This is an optimization exercise on Yosys and OpenROAD, whose aim is small area, not a production implementation. Only simulation tests tie the RTL to the original design; equivalence was not proved. The clock port is modelled as an ideal driver, which makes a skipped or thinned clock tree look cheaper than it is; a real chip needs a root buffer or a tree. Power is estimated from default activity; no workload was simulated.

==> design.v <==
module classifier_top (
  input  wire clk,
  input  wire rst_n,
  input  wire signed [3:0]  x_int4,
  input  wire signed [7:0]  w_int8,
  input  wire new_feat,
  input  wire new_class,
  input  wire [2:0] class_id,
  output reg  signed [19:0] acc20,
  output reg  signed [19:0] max_score,
  output reg  [2:0] max_class
);
  wire en1;
  c_nor2b u_en1 (new_class, new_feat, en1);
  wire one2;
  c_and2 u_one2 (x_int4[0], en1, one2);
  wire two3;
  c_and3b u_two3 (x_int4[0], x_int4[1], en1, two3);
  wire neg4;
  c_and2 u_neg4 (x_int4[1], en1, neg4);
  wire one5;
  c_xor2 u_one5 (x_int4[1], x_int4[2], one5);
  wire one6;
  c_and2 u_one6 (one5, en1, one6);
  wire two7;
  c_xnor2 u_two7 (x_int4[2], x_int4[1], two7);
  wire two8;
  c_xor2 u_two8 (x_int4[3], x_int4[2], two8);
  wire two9;
  c_and3 u_two9 (two7, two8, en1, two9);
  wire neg10;
  c_and2 u_neg10 (x_int4[3], en1, neg10);
  wire sel11;
  c_nand2 u_sel11 (one2, w_int8[0], sel11);
  wire pp12;
  c_xnor2 u_pp12 (sel11, neg4, pp12);
  wire sel13;
  c_a22oi u_sel13 (one2, w_int8[1], two3, w_int8[0], sel13);
  wire pp14;
  c_xnor2 u_pp14 (sel13, neg4, pp14);
  wire sel15;
  c_a22oi u_sel15 (one2, w_int8[2], two3, w_int8[1], sel15);
  wire pp16;
  c_xnor2 u_pp16 (sel15, neg4, pp16);
  wire sel17;
  c_a22oi u_sel17 (one2, w_int8[3], two3, w_int8[2], sel17);
  wire pp18;
  c_xnor2 u_pp18 (sel17, neg4, pp18);
  wire sel19;
  c_a22oi u_sel19 (one2, w_int8[4], two3, w_int8[3], sel19);
  wire pp20;
  c_xnor2 u_pp20 (sel19, neg4, pp20);
  wire sel21;
  c_a22oi u_sel21 (one2, w_int8[5], two3, w_int8[4], sel21);
  wire pp22;
  c_xnor2 u_pp22 (sel21, neg4, pp22);
  wire sel23;
  c_a22oi u_sel23 (one2, w_int8[6], two3, w_int8[5], sel23);
  wire pp24;
  c_xnor2 u_pp24 (sel23, neg4, pp24);
  wire sel25;
  c_a22oi u_sel25 (one2, w_int8[7], two3, w_int8[6], sel25);
  wire pp26;
  c_xnor2 u_pp26 (sel25, neg4, pp26);
  wire sel27;
  c_a22oi u_sel27 (one2, w_int8[7], two3, w_int8[7], sel27);
  wire pp28;
  c_xor2 u_pp28 (sel27, neg4, pp28);
  wire sel29;
  c_nand2 u_sel29 (one6, w_int8[0], sel29);
  wire pp30;
  c_xnor2 u_pp30 (sel29, neg10, pp30);
  wire sel31;
  c_a22oi u_sel31 (one6, w_int8[1], two9, w_int8[0], sel31);
  wire pp32;
  c_xnor2 u_pp32 (sel31, neg10, pp32);
  wire sel33;
  c_a22oi u_sel33 (one6, w_int8[2], two9, w_int8[1], sel33);
  wire pp34;
  c_xnor2 u_pp34 (sel33, neg10, pp34);
  wire sel35;
  c_a22oi u_sel35 (one6, w_int8[3], two9, w_int8[2], sel35);
  wire pp36;
  c_xnor2 u_pp36 (sel35, neg10, pp36);
  wire sel37;
  c_a22oi u_sel37 (one6, w_int8[4], two9, w_int8[3], sel37);
  wire pp38;
  c_xnor2 u_pp38 (sel37, neg10, pp38);
  wire sel39;
  c_a22oi u_sel39 (one6, w_int8[5], two9, w_int8[4], sel39);
  wire pp40;
  c_xnor2 u_pp40 (sel39, neg10, pp40);
  wire sel41;
  c_a22oi u_sel41 (one6, w_int8[6], two9, w_int8[5], sel41);
  wire pp42;
  c_xnor2 u_pp42 (sel41, neg10, pp42);
  wire sel43;
  c_a22oi u_sel43 (one6, w_int8[7], two9, w_int8[6], sel43);
  wire pp44;
  c_xnor2 u_pp44 (sel43, neg10, pp44);
  wire sel45;
  c_a22oi u_sel45 (one6, w_int8[7], two9, w_int8[7], sel45);
  wire pp46;
  c_xor2 u_pp46 (sel45, neg10, pp46);
  wire f47, f48;
  c_fa u_f47 (acc20[0], neg4, pp12, f47, f48);
  wire f49, f50;
  c_fa u_f49 (acc20[1], pp14, f48, f49, f50);
  wire f51, f52;
  c_fa u_f51 (acc20[2], neg10, pp16, f51, f52);
  wire f53, f54;
  c_fa u_f53 (pp30, f51, f50, f53, f54);
  wire f55, f56;
  c_fa u_f55 (acc20[3], pp18, pp32, f55, f56);
  wire h57, h58;
  c_ha u_h57 (f52, f55, h57, h58);
  wire f59, f60;
  c_fa u_f59 (acc20[4], pp20, pp34, f59, f60);
  wire f61, f62;
  c_fa u_f61 (f56, f59, h58, f61, f62);
  wire f63, f64;
  c_fa u_f63 (acc20[5], pp22, pp36, f63, f64);
  wire h65, h66;
  c_ha u_h65 (f60, f63, h65, h66);
  wire f67, f68;
  c_fa u_f67 (acc20[6], pp24, pp38, f67, f68);
  wire f69, f70;
  c_fa u_f69 (f64, f67, h66, f69, f70);
  wire f71, f72;
  c_fa u_f71 (acc20[7], pp26, pp40, f71, f72);
  wire h73, h74;
  c_ha u_h73 (f68, f71, h73, h74);
  wire co75;
  c_nor2 u_co75 (acc20[8], pp28, co75);
  wire s76;
  c_xnor2 u_s76 (acc20[8], pp28, s76);
  wire f77, f78;
  c_fa u_f77 (pp42, s76, f72, f77, f78);
  wire co79;
  c_nor2 u_co79 (acc20[9], pp44, co79);
  wire s80;
  c_xor2 u_s80 (acc20[9], pp44, s80);
  wire s81;
  c_xor2 u_s81 (co75, s80, s81);
  wire h82;
  c_nor2 u_h82 (co75, s80, h82);
  wire i83;
  c_inv u_i83 (co79, i83);
  wire f84, f85;
  c_fa u_f84 (acc20[10], pp46, i83, f84, f85);
  wire h86, h87;
  c_ha u_h86 (h57, f54, h86, h87);
  wire s88;
  c_xnor2 u_s88 (f61, h87, s88);
  wire cy89;
  c_nand2 u_cy89 (f61, h87, cy89);
  wire pn90;
  c_xnor2 u_pn90 (h65, f62, pn90);
  wire gn91;
  c_nand2 u_gn91 (h65, f62, gn91);
  wire s92;
  c_xnor2 u_s92 (pn90, cy89, s92);
  wire cy93;
  c_o21ai u_cy93 (pn90, cy89, gn91, cy93);
  wire s94;
  c_xnor2 u_s94 (f69, cy93, s94);
  wire cy95;
  c_nand2 u_cy95 (f69, cy93, cy95);
  wire pn96;
  c_xnor2 u_pn96 (h73, f70, pn96);
  wire gn97;
  c_nand2 u_gn97 (h73, f70, gn97);
  wire s98;
  c_xnor2 u_s98 (pn96, cy95, s98);
  wire cy99;
  c_o21ai u_cy99 (pn96, cy95, gn97, cy99);
  wire gp100, gp101;
  c_ha u_gp100 (h74, f77, gp100, gp101);
  wire s102;
  c_xnor2 u_s102 (gp100, cy99, s102);
  wire cy103;
  c_a21oi u_cy103 (gp100, cy99, gp101, cy103);
  wire pn104;
  c_xnor2 u_pn104 (s81, f78, pn104);
  wire gn105;
  c_nand2 u_gn105 (s81, f78, gn105);
  wire s106;
  c_xnor2 u_s106 (pn104, cy103, s106);
  wire cy107;
  c_o21ai u_cy107 (pn104, cy103, gn105, cy107);
  wire gp108, gp109;
  c_ha u_gp108 (h82, f84, gp108, gp109);
  wire s110;
  c_xnor2 u_s110 (gp108, cy107, s110);
  wire cy111;
  c_a21oi u_cy111 (gp108, cy107, gp109, cy111);
  wire t112;
  c_xor2 u_t112 (f85, cy111, t112);
  wire s113;
  c_xnor2 u_s113 (acc20[11], t112, s113);
  wire fk114;
  c_xnor2 u_fk114 (acc20[11], f85, fk114);
  wire tc115;
  c_nand2 u_tc115 (t112, fk114, tc115);
  wire s116;
  c_xor2 u_s116 (acc20[12], tc115, s116);
  wire fk117;
  c_xor2 u_fk117 (acc20[12], f85, fk117);
  wire tc118;
  c_nor2 u_tc118 (tc115, fk117, tc118);
  wire s119;
  c_xnor2 u_s119 (acc20[13], tc118, s119);
  wire fk120;
  c_xnor2 u_fk120 (acc20[13], f85, fk120);
  wire tc121;
  c_nand2 u_tc121 (tc118, fk120, tc121);
  wire s122;
  c_xor2 u_s122 (acc20[14], tc121, s122);
  wire fk123;
  c_xor2 u_fk123 (acc20[14], f85, fk123);
  wire tc124;
  c_nor2 u_tc124 (tc121, fk123, tc124);
  wire s125;
  c_xnor2 u_s125 (acc20[15], tc124, s125);
  wire fk126;
  c_xnor2 u_fk126 (acc20[15], f85, fk126);
  wire tc127;
  c_nand2 u_tc127 (tc124, fk126, tc127);
  wire s128;
  c_xor2 u_s128 (acc20[16], tc127, s128);
  wire fk129;
  c_xor2 u_fk129 (acc20[16], f85, fk129);
  wire tc130;
  c_nor2 u_tc130 (tc127, fk129, tc130);
  wire s131;
  c_xnor2 u_s131 (acc20[17], tc130, s131);
  wire fk132;
  c_xnor2 u_fk132 (acc20[17], f85, fk132);
  wire tc133;
  c_nand2 u_tc133 (tc130, fk132, tc133);
  wire s134;
  c_xor2 u_s134 (acc20[18], tc133, s134);
  wire fk135;
  c_xor2 u_fk135 (acc20[18], f85, fk135);
  wire tc136;
  c_nor2 u_tc136 (tc133, fk135, tc136);
  wire s137;
  c_xnor2 u_s137 (acc20[19], tc136, s137);
  wire z138;
  c_nor2b u_z138 (new_class, f47, z138);
  wire z139;
  c_nor2b u_z139 (new_class, f49, z139);
  wire z140;
  c_nor2b u_z140 (new_class, f53, z140);
  wire z141;
  c_nor2b u_z141 (new_class, h86, z141);
  wire z142;
  c_nor2 u_z142 (new_class, s88, z142);
  wire z143;
  c_nor2 u_z143 (new_class, s92, z143);
  wire z144;
  c_nor2 u_z144 (new_class, s94, z144);
  wire z145;
  c_nor2 u_z145 (new_class, s98, z145);
  wire z146;
  c_nor2 u_z146 (new_class, s102, z146);
  wire z147;
  c_nor2 u_z147 (new_class, s106, z147);
  wire z148;
  c_nor2 u_z148 (new_class, s110, z148);
  wire z149;
  c_nor2 u_z149 (new_class, s113, z149);
  wire z150;
  c_nor2 u_z150 (new_class, s116, z150);
  wire z151;
  c_nor2 u_z151 (new_class, s119, z151);
  wire z152;
  c_nor2 u_z152 (new_class, s122, z152);
  wire z153;
  c_nor2 u_z153 (new_class, s125, z153);
  wire z154;
  c_nor2 u_z154 (new_class, s128, z154);
  wire z155;
  c_nor2 u_z155 (new_class, s131, z155);
  wire z156;
  c_nor2 u_z156 (new_class, s134, z156);
  wire z157;
  c_nor2 u_z157 (new_class, s137, z157);
  wire gt158;
  c_nor2b u_gt158 (max_score[0], acc20[0], gt158);
  wire mn159;
  c_inv u_mn159 (max_score[1], mn159);
  wire gt160;
  c_maj3 u_gt160 (acc20[1], mn159, gt158, gt160);
  wire mn161;
  c_inv u_mn161 (max_score[2], mn161);
  wire gt162;
  c_maj3 u_gt162 (acc20[2], mn161, gt160, gt162);
  wire mn163;
  c_inv u_mn163 (max_score[3], mn163);
  wire gt164;
  c_maj3 u_gt164 (acc20[3], mn163, gt162, gt164);
  wire mn165;
  c_inv u_mn165 (max_score[4], mn165);
  wire gt166;
  c_maj3 u_gt166 (acc20[4], mn165, gt164, gt166);
  wire mn167;
  c_inv u_mn167 (max_score[5], mn167);
  wire gt168;
  c_maj3 u_gt168 (acc20[5], mn167, gt166, gt168);
  wire mn169;
  c_inv u_mn169 (max_score[6], mn169);
  wire gt170;
  c_maj3 u_gt170 (acc20[6], mn169, gt168, gt170);
  wire mn171;
  c_inv u_mn171 (max_score[7], mn171);
  wire gt172;
  c_maj3 u_gt172 (acc20[7], mn171, gt170, gt172);
  wire cpx173;
  c_nor2b u_cpx173 (max_score[8], acc20[8], cpx173);
  wire cpy174;
  c_nand2b u_cpy174 (acc20[8], max_score[8], cpy174);
  wire gt175;
  c_a21oi u_gt175 (cpy174, gt172, cpx173, gt175);
  wire cpx176;
  c_nand2b u_cpx176 (max_score[9], acc20[9], cpx176);
  wire cpy177;
  c_nor2b u_cpy177 (acc20[9], max_score[9], cpy177);
  wire gt178;
  c_o21ai u_gt178 (cpy177, gt175, cpx176, gt178);
  wire cpx179;
  c_nor2b u_cpx179 (max_score[10], acc20[10], cpx179);
  wire cpy180;
  c_nand2b u_cpy180 (acc20[10], max_score[10], cpy180);
  wire gt181;
  c_a21oi u_gt181 (cpy180, gt178, cpx179, gt181);
  wire cpx182;
  c_nand2b u_cpx182 (max_score[11], acc20[11], cpx182);
  wire cpy183;
  c_nor2b u_cpy183 (acc20[11], max_score[11], cpy183);
  wire gt184;
  c_o21ai u_gt184 (cpy183, gt181, cpx182, gt184);
  wire cpx185;
  c_nor2b u_cpx185 (max_score[12], acc20[12], cpx185);
  wire cpy186;
  c_nand2b u_cpy186 (acc20[12], max_score[12], cpy186);
  wire gt187;
  c_a21oi u_gt187 (cpy186, gt184, cpx185, gt187);
  wire cpx188;
  c_nand2b u_cpx188 (max_score[13], acc20[13], cpx188);
  wire cpy189;
  c_nor2b u_cpy189 (acc20[13], max_score[13], cpy189);
  wire gt190;
  c_o21ai u_gt190 (cpy189, gt187, cpx188, gt190);
  wire cpx191;
  c_nor2b u_cpx191 (max_score[14], acc20[14], cpx191);
  wire cpy192;
  c_nand2b u_cpy192 (acc20[14], max_score[14], cpy192);
  wire gt193;
  c_a21oi u_gt193 (cpy192, gt190, cpx191, gt193);
  wire cpx194;
  c_nand2b u_cpx194 (max_score[15], acc20[15], cpx194);
  wire cpy195;
  c_nor2b u_cpy195 (acc20[15], max_score[15], cpy195);
  wire gt196;
  c_o21ai u_gt196 (cpy195, gt193, cpx194, gt196);
  wire cpx197;
  c_nor2b u_cpx197 (max_score[16], acc20[16], cpx197);
  wire cpy198;
  c_nand2b u_cpy198 (acc20[16], max_score[16], cpy198);
  wire gt199;
  c_a21oi u_gt199 (cpy198, gt196, cpx197, gt199);
  wire cpx200;
  c_nand2b u_cpx200 (max_score[17], acc20[17], cpx200);
  wire cpy201;
  c_nor2b u_cpy201 (acc20[17], max_score[17], cpy201);
  wire gt202;
  c_o21ai u_gt202 (cpy201, gt199, cpx200, gt202);
  wire cpx203;
  c_nor2b u_cpx203 (max_score[18], acc20[18], cpx203);
  wire cpy204;
  c_nand2b u_cpy204 (acc20[18], max_score[18], cpy204);
  wire gt205;
  c_a21oi u_gt205 (cpy204, gt202, cpx203, gt205);
  wire cpx206;
  c_nand2b u_cpx206 (acc20[19], max_score[19], cpx206);
  wire cpy207;
  c_nor2b u_cpy207 (max_score[19], acc20[19], cpy207);
  wire gt208;
  c_o21ai u_gt208 (cpy207, gt205, cpx206, gt208);
  wire updn209;
  c_nand2 u_updn209 (new_class, gt208, updn209);
  wire upd210;
  c_inv u_upd210 (updn209, upd210);
  wire md211;
  c_a22o u_md211 (upd210, acc20[0], updn209, max_score[0], md211);
  wire md212;
  c_a22o u_md212 (upd210, acc20[3], updn209, max_score[3], md212);
  wire md213;
  c_a22o u_md213 (upd210, acc20[6], updn209, max_score[6], md213);
  wire md214;
  c_a22o u_md214 (upd210, acc20[9], updn209, max_score[9], md214);
  wire md215;
  c_a22o u_md215 (upd210, acc20[12], updn209, max_score[12], md215);
  wire md216;
  c_a22o u_md216 (upd210, acc20[15], updn209, max_score[15], md216);
  wire md217;
  c_a22o u_md217 (upd210, acc20[18], updn209, max_score[18], md217);
  wire md218;
  c_a22o u_md218 (upd210, class_id[1], updn209, max_class[1], md218);
  wire updn219;
  c_nand2 u_updn219 (new_class, gt208, updn219);
  wire upd220;
  c_inv u_upd220 (updn219, upd220);
  wire md221;
  c_a22o u_md221 (upd220, acc20[1], updn219, max_score[1], md221);
  wire md222;
  c_a22o u_md222 (upd220, acc20[4], updn219, max_score[4], md222);
  wire md223;
  c_a22o u_md223 (upd220, acc20[7], updn219, max_score[7], md223);
  wire md224;
  c_a22o u_md224 (upd220, acc20[10], updn219, max_score[10], md224);
  wire md225;
  c_a22o u_md225 (upd220, acc20[13], updn219, max_score[13], md225);
  wire md226;
  c_a22o u_md226 (upd220, acc20[16], updn219, max_score[16], md226);
  wire md227;
  c_a22o u_md227 (upd220, acc20[19], updn219, max_score[19], md227);
  wire md228;
  c_a22o u_md228 (upd220, class_id[2], updn219, max_class[2], md228);
  wire updn229;
  c_nand2 u_updn229 (new_class, gt208, updn229);
  wire upd230;
  c_inv u_upd230 (updn229, upd230);
  wire md231;
  c_a22o u_md231 (upd230, acc20[2], updn229, max_score[2], md231);
  wire md232;
  c_a22o u_md232 (upd230, acc20[5], updn229, max_score[5], md232);
  wire md233;
  c_a22o u_md233 (upd230, acc20[8], updn229, max_score[8], md233);
  wire md234;
  c_a22o u_md234 (upd230, acc20[11], updn229, max_score[11], md234);
  wire md235;
  c_a22o u_md235 (upd230, acc20[14], updn229, max_score[14], md235);
  wire md236;
  c_a22o u_md236 (upd230, acc20[17], updn229, max_score[17], md236);
  wire md237;
  c_a22o u_md237 (upd230, class_id[0], updn229, max_class[0], md237);
  wire [19:0] acc_d = {z157, z156, z155, z154, z153, z152, z151, z150, z149, z148, z147, z146, z145, z144, z143, z142, z141, z140, z139, z138};
  wire [19:0] max_d = {md227, md217, md236, md226, md216, md235, md225, md215, md234, md224, md214, md233, md223, md213, md232, md222, md212, md231, md221, md211};
  wire [2:0] cls_d = {md228, md218, md237};
  always @(posedge clk or negedge rst_n) begin
    if (!rst_n) begin
      acc20     <= 20'd0;
      max_score <= 20'd0;
      max_class <= 3'd0;
    end else begin
      acc20     <= acc_d;
      max_score <= max_d;
      max_class <= cls_d;
    end
  end
endmodule
module c_a21oi (input a1, input a2, input b1, output y);
  assign y = ~((a1 & a2) | b1);
endmodule
module c_a22o (input a1, input a2, input b1, input b2, output y);
  assign y = (a1 & a2) | (b1 & b2);
endmodule
module c_a22oi (input a1, input a2, input b1, input b2, output y);
  assign y = ~((a1 & a2) | (b1 & b2));
endmodule
module c_and2 (input a, input b, output y);
  assign y = a & b;
endmodule
module c_and3 (input a, input b, input c, output y);
  assign y = a & b & c;
endmodule
module c_and3b (input an, input b, input c, output y);
  assign y = ~an & b & c;
endmodule
module c_fa (input a, input b, input c, output s, output co);
  assign s = a ^ b ^ c;
  assign co = (a & b) | (a & c) | (b & c);
endmodule
module c_ha (input a, input b, output s, output co);
  assign s = a ^ b;
  assign co = a & b;
endmodule
module c_inv (input a, output y);
  assign y = ~a;
endmodule
module c_maj3 (input a, input b, input c, output y);
  assign y = (a & b) | (a & c) | (b & c);
endmodule
module c_nand2 (input a, input b, output y);
  assign y = ~(a & b);
endmodule
module c_nand2b (input an, input b, output y);
  assign y = an | ~b;
endmodule
module c_nor2 (input a, input b, output y);
  assign y = ~(a | b);
endmodule
module c_nor2b (input a, input bn, output y);
  assign y = ~a & bn;
endmodule
module c_o21ai (input a1, input a2, input b1, output y);
  assign y = ~((a1 | a2) & b1);
endmodule
module c_xnor2 (input a, input b, output y);
  assign y = ~(a ^ b);
endmodule
module c_xor2 (input a, input b, output y);
  assign y = a ^ b;
endmodule
==> flow/run.sh <==
#!/bin/bash
# The standard layout (standard.sh) with these changes to how the layout is made:
#  - the port buffers that buffer_ports inserts are sky130_fd_sc_hd__buf_1;
#  - clock tree synthesis inserts no dummy loads, and its tree (a root buffer and leaf
#    buffers) is then reduced to 3 leaf buffers (collapse.tcl), each register still clocked
#    through the root and one leaf;
#  - the reset port's buffer is made sky130_fd_sc_hd__buf_4 before repair_design (rst.tcl),
#    since it drives every register's reset;
#  - after the standard synthesis (run unchanged), combinational cells that synthesis
#    upsized are set back to their smallest drive strength (downsize.tcl); the floorplan's
#    timing repair and the later repair steps upsize again wherever timing needs it.
# Each tool's output goes to its own log file here.
set -euo pipefail
export BUFFER_PORTS_ARGS="-buffer_cell sky130_fd_sc_hd__buf_1"
export CTS_ARGS="-sink_clustering_enable -repair_clock_nets -dont_use_dummy_load"
export POST_CTS_TCL=$PWD/flow/collapse.tcl CLK_KEEP=3
export PRE_RESIZE_TCL=$PWD/flow/rst.tcl RST_BUF_CELL=sky130_fd_sc_hd__buf_4
export CLK_LEAF_CELL=sky130_fd_sc_hd__clkbuf_8 CLK_ROOT_CELL=sky130_fd_sc_hd__clkbuf_4
bash standard.sh synth > synth.log 2>&1
export RESULTS=orfs/results/sky130hd/classifier_top/base
openroad -no_init -exit flow/downsize.tcl > downsize.log 2>&1
bash standard.sh finish > standard_flow.log 2>&1
==> flow/collapse.tcl <==
# Reduce the clock tree that clock_tree_synthesis built (a root buffer feeding leaf buffers)
# to $::env(CLK_KEEP) leaf buffers: the sinks of every other leaf move to the nearest kept
# leaf. Kept leaves become $::env(CLK_LEAF_CELL), the root $::env(CLK_ROOT_CELL). The clock
# still reaches every register through buffers, all at the same depth.
set block [ord::get_db_block]
set clk_net [$block findNet clk]
set roots {}
foreach it [$clk_net getITerms] {
  if {[$it isInputSignal]} { lappend roots [$it getInst] }
}
proc inst_xy {inst} {
  set b [$inst getBBox]
  return [list [expr {([$b xMin] + [$b xMax]) / 2}] [expr {([$b yMin] + [$b yMax]) / 2}]]
}
if {[llength $roots] != 1} {
  puts "collapse: clock port feeds [llength $roots] cells; left as is"
} else {
  set root [lindex $roots 0]
  set n0 [[$root findITerm X] getNet]
  set leaves {}
  foreach it [$n0 getITerms] {
    if {[$it isInputSignal] && [string match *clkbuf* [[[$it getInst] getMaster] getName]]} {
      lappend leaves [$it getInst]
    }
  }
  set keep [expr {min($::env(CLK_KEEP), [llength $leaves])}]
  # keep the leaves farthest apart: greedy, starting from the first
  set kept [list [lindex $leaves 0]]
  while {[llength $kept] < $keep} {
    set bestl ""; set bestd -1
    foreach l $leaves {
      if {[lsearch -exact $kept $l] >= 0} { continue }
      lassign [inst_xy $l] x y
      set dmin 1e30
      foreach k $kept { lassign [inst_xy $k] kx ky; set d [expr {abs($x-$kx)+abs($y-$ky)}]; if {$d < $dmin} { set dmin $d } }
      if {$dmin > $bestd} { set bestd $dmin; set bestl $l }
    }
    lappend kept $bestl
  }
  set moved 0
  foreach l $leaves {
    if {[lsearch -exact $kept $l] >= 0} { continue }
    set n1 [[$l findITerm X] getNet]
    foreach s [$n1 getITerms] {
      if {![$s isInputSignal]} { continue }
      lassign [inst_xy [$s getInst]] x y
      set best ""; set bd 1e30
      foreach k $kept { lassign [inst_xy $k] kx ky; set d [expr {abs($x-$kx)+abs($y-$ky)}]; if {$d < $bd} { set bd $d; set best $k } }
      $s disconnect
      $s connect [[$best findITerm X] getNet]
      incr moved
    }
    [$l findITerm A] disconnect
    [$l findITerm X] disconnect
    odb::dbInst_destroy $l
    odb::dbNet_destroy $n1
  }
  foreach k $kept { replace_cell [$k getName] $::env(CLK_LEAF_CELL) }
  replace_cell [$root getName] $::env(CLK_ROOT_CELL)
  puts "collapse: kept [llength $kept] of [llength $leaves] leaves, moved $moved sinks"
}
==> flow/downsize.tcl <==
# Set every combinational cell of the synthesized netlist to its smallest-area variant of
# the same function (e.g. nor2b_4 -> nor2b_1). Registers, buffers and tie cells are kept.
set results $::env(RESULTS)
read_db $results/1_synth.odb
read_liberty $::env(FLOW_HOME)/platforms/sky130hd/lib/sky130_fd_sc_hd__tt_025C_1v80.lib
set db [ord::get_db]
set block [[$db getChip] getBlock]
set n 0
foreach inst [$block getInsts] {
  set m [[$inst getMaster] getName]
  if {![regexp {^sky130_fd_sc_hd__([a-z0-9]+)_([0-9]+)$} $m -> base size]} { continue }
  if {[regexp {^(df|edf|sdf|dl|buf|clkbuf|clkdly|dlygate|dlymetal|conb|tap|fill|decap|diode|lpflow|probe)} $base]} { continue }
  set best $m
  set best_area [[$inst getMaster] getWidth]
  foreach s {0 1 2} {
    set cand "sky130_fd_sc_hd__${base}_$s"
    set cm [$db findMaster $cand]
    if {$cm == "NULL" || $cand == $m} { continue }
    if {[get_lib_cells -quiet $cand] == ""} { continue }
    if {[$cm getWidth] < $best_area} {
      set best $cand
      set best_area [$cm getWidth]
    }
  }
  if {$best != $m} {
    puts "[$inst getName]: $m -> $best"
    replace_cell [$inst getName] $best
    incr n
  }
}
puts "downsized $n cells"
write_db $results/1_synth.odb
==> flow/rst.tcl <==
# Size the reset input's port buffer for its load (all register resets) up front
set block [ord::get_db_block]
set bt [$block findBTerm rst_n]
set net [$bt getNet]
foreach it [$net getITerms] {
  if {[$it isInputSignal]} {
    set inst [$it getInst]
    puts "rst buffer [$inst getName] [[$inst getMaster] getName] -> $::env(RST_BUF_CELL)"
    replace_cell [$inst getName] $::env(RST_BUF_CELL)
  }
}
==> standard.sh <==
#!/bin/bash
# synth_recipe.tcl (not shown) runs the flow's synth.tcl, then flattens the netlist and writes it again
# the make line also repeats each setting of config.mk as NAME=value (left out here)
make -C /OpenROAD-flow-scripts/flow DESIGN_CONFIG=/design/flow/config.mk WORK_HOME=/design/flow/orfs CLKGATE_MAP_FILE= SYNTH_SCRIPT=/design/flow/synth_recipe.tcl "${@:-finish}"
==> config.mk <==
export PLATFORM = sky130hd
export DESIGN_NAME = classifier_top
export DESIGN_NICKNAME = classifier_top
export VERILOG_FILES = /design/flow/design.v
export SDC_FILE = /design/flow/constraint.sdc
export NUM_CORES = 4
export LEC_CHECK = 0
export CAP_MARGIN = 20
export CORE_MARGIN = 2
export CORE_UTILIZATION = 40
export GPL_TIMING_DRIVEN = 0
export SETUP_SLACK_MARGIN = -0.45
export SLEW_MARGIN = 20
export SYNTH_HIERARCHICAL = 1
export SYNTH_MINIMUM_KEEP_SIZE = 0
==> constraint.sdc <==
create_clock -name core_clock -period 6.5 [get_ports {clk}]
set_input_delay 1.3000 -clock core_clock [delete_from_list [all_inputs] [get_ports {clk}]]
set_output_delay 1.3000 -clock core_clock [all_outputs]
set_load 0.01 [all_outputs]
==> results of run 1 <==
-- worst max-delay path, delay by kind of cell --
family,cells,cell delay [ps]
adder cells (fa/ha/maj),3,1180
buffers and inverters,1,310
AND/OR/NAND/NOR,13,2000
AO/OA/AOI/OAI,6,1070
XOR/XNOR,3,600
-- cell usage in the layout (no fill, tap or decap), drive strengths merged, types with 7 or more instances in the layout --
cell	n
a21oi	8
a22o	23
a22oi	16
buf	60
dfrtp	43
fa	13
inv	11
maj3	7
nand2	14
nand2b	12
nor2	23
nor2b	18
o21ai	9
xnor2	37
xor2	15
-- cell type report --
class                      instances  area [µm²]
fill                             661        3580
inverter                          11        41.3
clock buffer                       4        48.8
tap                               80         100
sequential                        43        1080
multi-input combinational        207        1640
timing repair buffer              61         234
-- how the worst max path moves through the flow --
stage | endpoint | slack (ps) | cells past startpoint
6_report | acc20[19] | 250 | 26
5_1_grt | acc20[19] | -440 | 26
3_5_place_dp | acc20[19] | -650 | 26
3_3_place_gp | acc20[19] | -520 | 26
2_1_floorplan | acc20[19] | 790 | 25
-- power groups by stage --
stage	registers, µW	clock network, µW	logic (µW)
5_1_grt	500	144	1030
3_5_place_dp	488	0	916
3_3_place_gp	484	0	901
2_1_floorplan	503	0	629
6_report	481	130	906
-- stage by stage --
stage / hold slack, ps / setup TNS [ps] / util, % / std cells
finish: 508 / 0 / 46.7 / 406
global placement: 480 / -1330 / 45.8 / 402
detailed placement: 486 / -1970 / 45.9 / 402
global route: 528 / -908 / 46.7 / 406
floorplan: 532 / 0 / - / 261
-- flip-flops by register name, summed over array words and instances (netlist names) --
name / cells
acc20: 20
max_score: 20
max_class: 3
-- routing by layer --
layer  global-route usage (%)  vias up  part of all wire [%]
met2                     28.5       51                    49
li1                         -     1025                     -
met5                        0        -                     0
met4                     4.97        0                  0.84
met1                     21.7     1014                    47
met3                     2.65        5                   3.8
==> summary.txt, run 1 <==
Synth
  • Post-synth net total: 299
  • Cells after synthesis: 261
  • Avg Synthesized Cell Area: 10.5 µm²
  • Yosys warns: 7
  • Netlist Area Pre-Place: 2750 µm²

Critical path
  • CP Max Fanout: 24
  • R2R setup slack: 810 ps
  • R2R cell count: 23
  • Crit path DAT: 6460 ps
  • R2R Path End: max_score[15]
  • Critical path's most frequent cell: nand2_1
  • Crit Path Class: input port to flop
  • CP Capture Type: flop
  • Crit path largest cell delay: 510 ps
  • CP Launch Type: input port
  • Worst EP required: 6720 ps
  • Slowest CP cell: fa_1
  • Reg-to-reg startpoint: acc20[0]
  • CP startpoint: new_class

Job
  • Max cap viols: 0

Placed design
  • IO buf count: 61
  • Placed instance area: 3080 µm²
  • Worst slack, placed: -647 ps
  • Post-DP HPWL: 4480 µm
  • Routability cong.: 0.728

Pwr
  • Comb pwr share: 59.8%
  • Clk network pwr share: 8.5%
  • Sw frac: 47.2%
  • Total power: 1520 µW
  • Seq pwr share: 31.7%
  • Peak supply drop: 0.197 mV
  • P per Cell Area: 483 nW/µm²
  • P_sw: 716 µW
  • Leakage: 0.00133 µW
  • Internal power: 801 µW

Clock tree
  • Clock-pin slew on the worst setup and hold paths: 110 ps
  • Clk sink count: 43
  • Worst-Skew Late Latency: 340 ps

Global routing
  • Initial antenna violation count: 0
  • First-pass GRT wire length: 9720 µm
  • Gr usage total: 16.7%
  • Vias in the first global route: 2000
  • Global route overflow: 0
  • Largest net degree at the start of global routing: 44

Timing
  • Worst slew pin tran: 556 ps
  • Max frequency: 160 MHz
  • Setup Skew: 27.0 ps
  • Setup violators final: 0
  • Final worst slack: 254 ps
  • Tcrit/Tclk final: 96.1%
  • Max_slew headroom: 62.9%
  • Final Hold Fails: 0
  • Final slew viol count: 0
  • Period minus WS final: 6250 ps

Floorplanning
  • CORE AREA: 6720 µm²
  • Chip height: 86.9 µm
  • Cell Rows: 30
  • DIE AREA: 7560 µm²
  • # IOs: 62
  • Initial Util: 40.9%
  • DIE WIDTH: 86.9 µm

Route
  • Routed Antenna Nets: 0
  • Router iterations before antenna repair: 4
  • DRT iter0 DRCs: 45
  • Drt total wl: 5960 µm
  • DRC viols: 0
  • Via density: 5.16
  • WL/cell: 14.7 µm
  • Via count: 2095

Finish
  • Layout area overhead: 14.1%
  • Fraction of layout cells with a size suffix above 1: 2.76%
  • NumNets Final: 366
  • Cell area after layout: 3140 µm²
  • Diode count: 0

Worst hold path
  • Hold Path End: max_class[1]
  • Worst hold start: max_class[1]
  • Type of the most critical hold path: flop to flop
  • Worst hold stages: 1

Status
  • Outcome: timing/DRC/antenna clean
==> run 2: changes to the inputs <==
--- a/config.mk
+++ b/config.mk
@@ -9,7 +9,7 @@
 export CORE_MARGIN = 2
 export CORE_UTILIZATION = 40
 export GPL_TIMING_DRIVEN = 0
-export SETUP_SLACK_MARGIN = -0.45
+export SETUP_SLACK_MARGIN = -0.3
 export SLEW_MARGIN = 20
 export SYNTH_HIERARCHICAL = 1
 export SYNTH_MINIMUM_KEEP_SIZE = 0
==> run 2 against run 1 <==
Effect of this change: global-route usage is the same; die area is the same; sequential power barely moved; core utilization rose by 0.056 points.
==> summary.txt, run 2 <==
Timing
  • Final slew viol count: 0
  • Tcrit/Tclk final: 94.1%
  • Hold WS: 508 ps
  • Period minus WS final: 6120 ps
  • Final Hold Fails: 0
  • Max_slew headroom: 63.3%
  • Worst slew pin tran: 550 ps
  • Setup violators final: 0
  • Max frequency: 163 MHz
  • Sum Neg Setup Slack: 0 ps
  • Setup Skew: 26.4 ps

Critical path
  • WP buf/inv: 1
  • CP Launch Type: input port
  • Crit path largest cell delay: 510 ps
  • Crit path DAT: 6340 ps
  • Worst EP required: 6720 ps
  • CP Capture Type: flop
  • Critical path's most frequent cell: nand2_1
  • R2R cell count: 23
  • CP Max Fanout: 24
  • Family with the most delay on the worst path: simple AND/OR/NAND/NOR gates
  • Crit Path Class: input port to flop
  • Slowest CP cell: fa_1
  • Critical Path Stages: 26

Route
  • Met2 WL: 2890 µm
  • Via density: 5.15
  • Router iterations before antenna repair: 4
  • Drt total wl: 5960 µm
  • Via count: 2089
  • WL/cell: 14.7 µm
  • M1 WL: 2790 µm
  • WL met3: 221 µm
  • DRC viols: 0
  • Top layer in use: met4
  • Routed Antenna Nets: 0
  • DRT iter0 DRCs: 44

Clock tree
  • Clock-pin slew on the worst setup and hold paths: 110 ps
  • Worst-Skew Late Latency: 340 ps
  • Clk sink count: 43

Pwr
  • Peak supply drop: 0.196 mV
  • P per Cell Area: 483 nW/µm²
  • Leakage: 0.00133 µW

Finish
  • Layout area overhead: 14.2%
  • Largest regs: acc20: 20 flops, max_score: 20 flops, max_class: 3 flops
  • Fraction of layout cells with a size suffix above 1: 3.68%
  • Most frequent cells in the layout: 59 x buf_1, 43 x dfrtp_1, 37 x xnor2_1, 23 x nor2_1, 23 x a22o_1
  • Most common cell after layout, fill and taps aside: buf_1
  • NumNets Final: 366
  • Diode count: 0

Global routing
  • Vias in the first global route: 2000
  • First-pass GRT wire length: 9720 µm
  • Gr usage total: 16.7%
  • Largest net degree at the start of global routing: 44
  • Global route overflow: 0
  • Initial antenna violation count: 0

Worst hold path
  • Type of the most critical hold path: flop to flop
  • Worst hold stages: 1

Synth
  • Yosys warns: 7
  • Cells after synthesis: 261
  • Avg Synthesized Cell Area: 10.5 µm²
  • Netlist Area Pre-Place: 2750 µm²
  • Post-synth net total: 299

Placed design
  • Routability cong.: 0.728
  • IO buf count: 61
  • Post-DP HPWL: 4480 µm

Floorplanning
  • Chip height: 86.9 µm
  • Initial Util: 40.9%
  • DIE AREA: 7560 µm²
  • # IOs: 62
  • CORE AREA: 6720 µm²
  • Cell Rows: 30
  • DIE WIDTH: 86.9 µm

Job
  • Max cap viols: 0

Status
  • Outcome: timing/DRC/antenna clean
run 2: cell count changes in the layout (fill, tap and decap cells not counted), sizes merged:
cell,delta
buf,+1
clkbuf,-1
run 2: layer usage:
metal  GRT usage, %  vias up
li1               -     1026
met1           21.7     1007
met2           28.5       51
met3           2.65        5
met4           4.97        0
met5              0        -
run 2: where the power goes:
| part | switching (µW) | internal (µW) | total (µW) |
|---|---|---|---|
| registers | 117 | 364 | 481 |
| clock network | 80.2 | 49.3 | 129 |
| logic | 518 | 388 | 907 |
run 2: path summary, 6_finish.rpt:
check | start | endpoint | slack [ps]
worst max-delay path | new_class | acc20[19] | 380
worst min-delay path | max_class[1] | max_class[1] | 510
worst max register to register | acc20[0] | max_score[15] | 810
worst min register to register | max_class[1] | max_class[1] | 510
max in group asynchronous | rst_n | acc20[17] | 5150
min in group asynchronous | rst_n | acc20[8] | 950
run 2: final cells by class:
cell class | count | area (µm²)
inverter | 11 | 41.3
fill | 660 | 3580
sequential | 43 | 1080
tap | 80 | 100
multi-input combinational | 207 | 1640
timing repair buffer | 61 | 234
clock buffer | 4 | 48.8
run 2: stage by stage:
stage                     cell area (µm²)  setup slack, ps  cells  util, %  power, µW
after floorplan                      2750              793    261        -       1130
after global placement               3080             -516    402     45.8       1390
after detailed placement             3080             -647    402     45.9       1400
after global routing                 3140             -262    406     46.8       1670
final                                3140              381    406     46.8       1520
==> run 3: changes to the inputs <==
--- a/flow/run.sh
+++ b/flow/run.sh
@@ -4,8 +4,6 @@
 #  - clock tree synthesis inserts no dummy loads, and its tree (a root buffer and leaf
 #    buffers) is then reduced to 3 leaf buffers (collapse.tcl), each register still clocked
 #    through the root and one leaf;
-#  - the reset port's buffer is made sky130_fd_sc_hd__buf_4 before repair_design (rst.tcl),
-#    since it drives every register's reset;
 #  - after the standard synthesis (run unchanged), combinational cells that synthesis
 #    upsized are set back to their smallest drive strength (downsize.tcl); the floorplan's
 #    timing repair and the later repair steps upsize again wherever timing needs it.
@@ -14,7 +12,6 @@
 export BUFFER_PORTS_ARGS="-buffer_cell sky130_fd_sc_hd__buf_1"
 export CTS_ARGS="-sink_clustering_enable -repair_clock_nets -dont_use_dummy_load"
 export POST_CTS_TCL=$PWD/flow/collapse.tcl CLK_KEEP=3
-export PRE_RESIZE_TCL=$PWD/flow/rst.tcl RST_BUF_CELL=sky130_fd_sc_hd__buf_4
 export CLK_LEAF_CELL=sky130_fd_sc_hd__clkbuf_8 CLK_ROOT_CELL=sky130_fd_sc_hd__clkbuf_4
 bash standard.sh synth > synth.log 2>&1
 export RESULTS=orfs/results/sky130hd/classifier_top/base
--- a/config.mk
+++ b/config.mk
@@ -9,7 +9,6 @@
 export CORE_MARGIN = 2
 export CORE_UTILIZATION = 40
 export GPL_TIMING_DRIVEN = 0
-export SETUP_SLACK_MARGIN = -0.3
 export SLEW_MARGIN = 20
 export SYNTH_HIERARCHICAL = 1
 export SYNTH_MINIMUM_KEEP_SIZE = 0
removed: flow/rst.tcl
==> run 3 against run 2 <==
Effect of this change: combinational power is 1% higher; sequential cell count stayed put; critical path type unchanged; highest routed layer unchanged; core utilization is 0.56 points higher; critical path depth is 1 higher; count of clock-buffer cells in the layout stayed put; synthesized cell count stayed put; clock power hardly changed; first-iteration DRC count is 150% higher; via count is 0.38% lower; die area stayed put; cell count is 0.25% higher; sequential power hardly changed.
==> summary.txt, run 3 <==
Worst hold path
  • Hold Path End: max_class[1]
  • Worst hold stages: 1
  • Worst hold start: max_class[1]
  • Type of the most critical hold path: flop to flop

Global routing
  • GRT met2 Usage: 27.9%
  • M3 GR Usage: 2.56%
  • Busiest grt layer: met2
  • Largest net degree at the start of global routing: 25
  • Vias in the first global route: 1969
  • Initial antenna violation count: 0
  • First-pass GRT wire length: 9630 µm
  • Gr usage total: 16.5%
  • Global route overflow: 0
  • Met1 Track Usage GR: 21.6%

Finish
  • Layout area overhead: 15.6%
  • Most frequent cells in the layout: 59 x buf_1, 43 x dfrtp_1, 37 x xnor2_1, 23 x nor2_1, 23 x a22o_1
  • Layout Cells excl Fill: 407
  • Multi-input gate area: 1650 µm²
  • NumNets Final: 367
  • Fraction of layout cells with a size suffix above 1: 4.59%
  • Sequential Area: 1080 µm²
  • Largest regs: acc20: 20 flops, max_score: 20 flops, max_class: 3 flops
  • Most common cell after layout, fill and taps aside: buf_1
  • Filler cell count: 651
  • Diode count: 0

Critical path
  • Family with the most delay on the worst path: simple AND/OR/NAND/NOR gates
  • Reg-to-reg startpoint: acc20[0]
  • R2R setup slack: 770 ps
  • Worst EP required: 6730 ps
  • WP buf/inv: 1
  • R2R Path End: max_score[4]
  • CP Max Fanout: 24
  • R2R cell count: 23
  • CP Launch Type: input port
  • Slowest CP cell: fa_1
  • Crit Path Class: input port to flop
  • Critical path's most frequent cell: nand2_1
  • CP Capture Type: flop
  • Crit path largest cell delay: 410 ps
  • Crit path DAT: 6110 ps

Route
  • DRC viols: 0
  • WL/cell: 14.8 µm
  • Via count: 2081
  • Drt total wl: 6010 µm
  • Via density: 5.11
  • Router iterations before antenna repair: 4
  • Routed Antenna Nets: 0
  • DRT iter0 DRCs: 109

Synth
  • Netlist Area Pre-Place: 2750 µm²
  • Cells after synthesis: 261
  • Yosys warns: 7
  • Avg Synthesized Cell Area: 10.5 µm²
  • Post-synth net total: 299

Pwr
  • Peak supply drop: 0.199 mV
  • P per Cell Area: 481 nW/µm²
  • Leakage: 0.00135 µW

Floorplanning
  • CORE AREA: 6720 µm²
  • DIE WIDTH: 86.9 µm
  • DIE AREA: 7560 µm²
  • # IOs: 62
  • Chip height: 86.9 µm
  • Initial Util: 40.9%
  • Cell Rows: 30

Timing
  • Tcrit/Tclk final: 90.5%
  • Max_slew headroom: 62.1%
  • Worst slew pin tran: 568 ps
  • Final slew viol count: 0
  • Hold WS: 503 ps
  • Setup violators final: 0
  • Setup Skew: 25.1 ps
  • Max frequency: 170 MHz
  • Final Hold Fails: 0
  • RSZ-0062 raised after global routing: false
  • Period minus WS final: 5880 ps

Placed design
  • IO buf count: 61
  • Inst Count DP: 403
  • Post-DP HPWL: 4540 µm
  • Routability cong.: 0.728

Job
  • Max cap viols: 0

Clock tree
  • Worst-Skew Late Latency: 330 ps
  • Clock-pin slew on the worst setup and hold paths: 110 ps
  • Clk sink count: 43

Status
  • Outcome: timing/DRC/antenna clean
==> run 3: cell count changes in the layout (fill, tap and decap cells not counted), sizes merged <==
cell,previous run,this run
clkbuf,4,5
==> run 3: area by class of cell <==
cell class	instances	share of cell area [%]
Multi-Input combinational cell	207	52.0
Sequential cell	43	33.8
Timing Repair Buffer	62	8.22
Tap cell	80	3.15
Clock buffer	4	1.53
Inverter	11	1.30
==> run 3: metrics by stage <==
stage	setup TNS (ps)	setup slack (ps)	util (%)	instance area, µm²	power (µW)
floorplan	0	793	-	2750	1130
global placement	-1330	-516	45.8	3080	1390
detailed placement	-1850	-624	46.3	3110	1410
global route	0	57.4	47.3	3180	1680
finish	0	616	47.3	3180	1530
==> run 3: metal layers <==
| layer | vias up | wire length (µm) |
|---|---|---|
| met1 | 1000 | 2820 |
| li1 | 1028 | - |
| met5 | - | 0 |
| met4 | 0 | 31 |
| met3 | 2 | 231 |
| met2 | 51 | 2920 |
==> run 3: where the power goes <==
group / switching, µW / internal [µW]
Combinational: 529 / 391
Clock: 80.6 / 49.3
Sequential: 117 / 364
==> run 3: how the worst max path moves through the flow <==
stage | startpoint | end | slack, ps | cells past startpoint
after global routing | new_class | acc20[19] | 60 | 26
after global placement | new_class | acc20[19] | -520 | 26
final | new_class | acc20[19] | 620 | 27
after detailed placement | new_class | acc20[19] | -620 | 26
after floorplan | new_feat | acc20[19] | 790 | 25

static timing again, ports no longer ideal:
How much do the figures lean on ideal ports? The routed layouts below were timed once more, with nothing changed but the port constraints. Step 1 sets driving cells, clkbuf_16 on the clock port and buf_2 on the other inputs (assumed; they add their load-dependent delay and slew). Step 2, shift: input delay + t, output delay - t, t = (earliest + latest rising clock arrival at the registers) / 2. This alone moves slack from input paths to output paths. a / b / c = no drivers / after step 1 / after step 2; a / b = the first two.
run | shift t [ns] | setup slack, ns | cell pins on the clock port's net
run 1 | 0.351 | 0.254 / 0.256 / -0.095 | 1
run 2 | 0.351 | 0.381 / 0.382 / 0.032 | 1
run 3 | 0.349 | 0.616 / 0.616 / 0.268 | 1
Met with ideal ports but missed after step 2: setup timing in run 1.
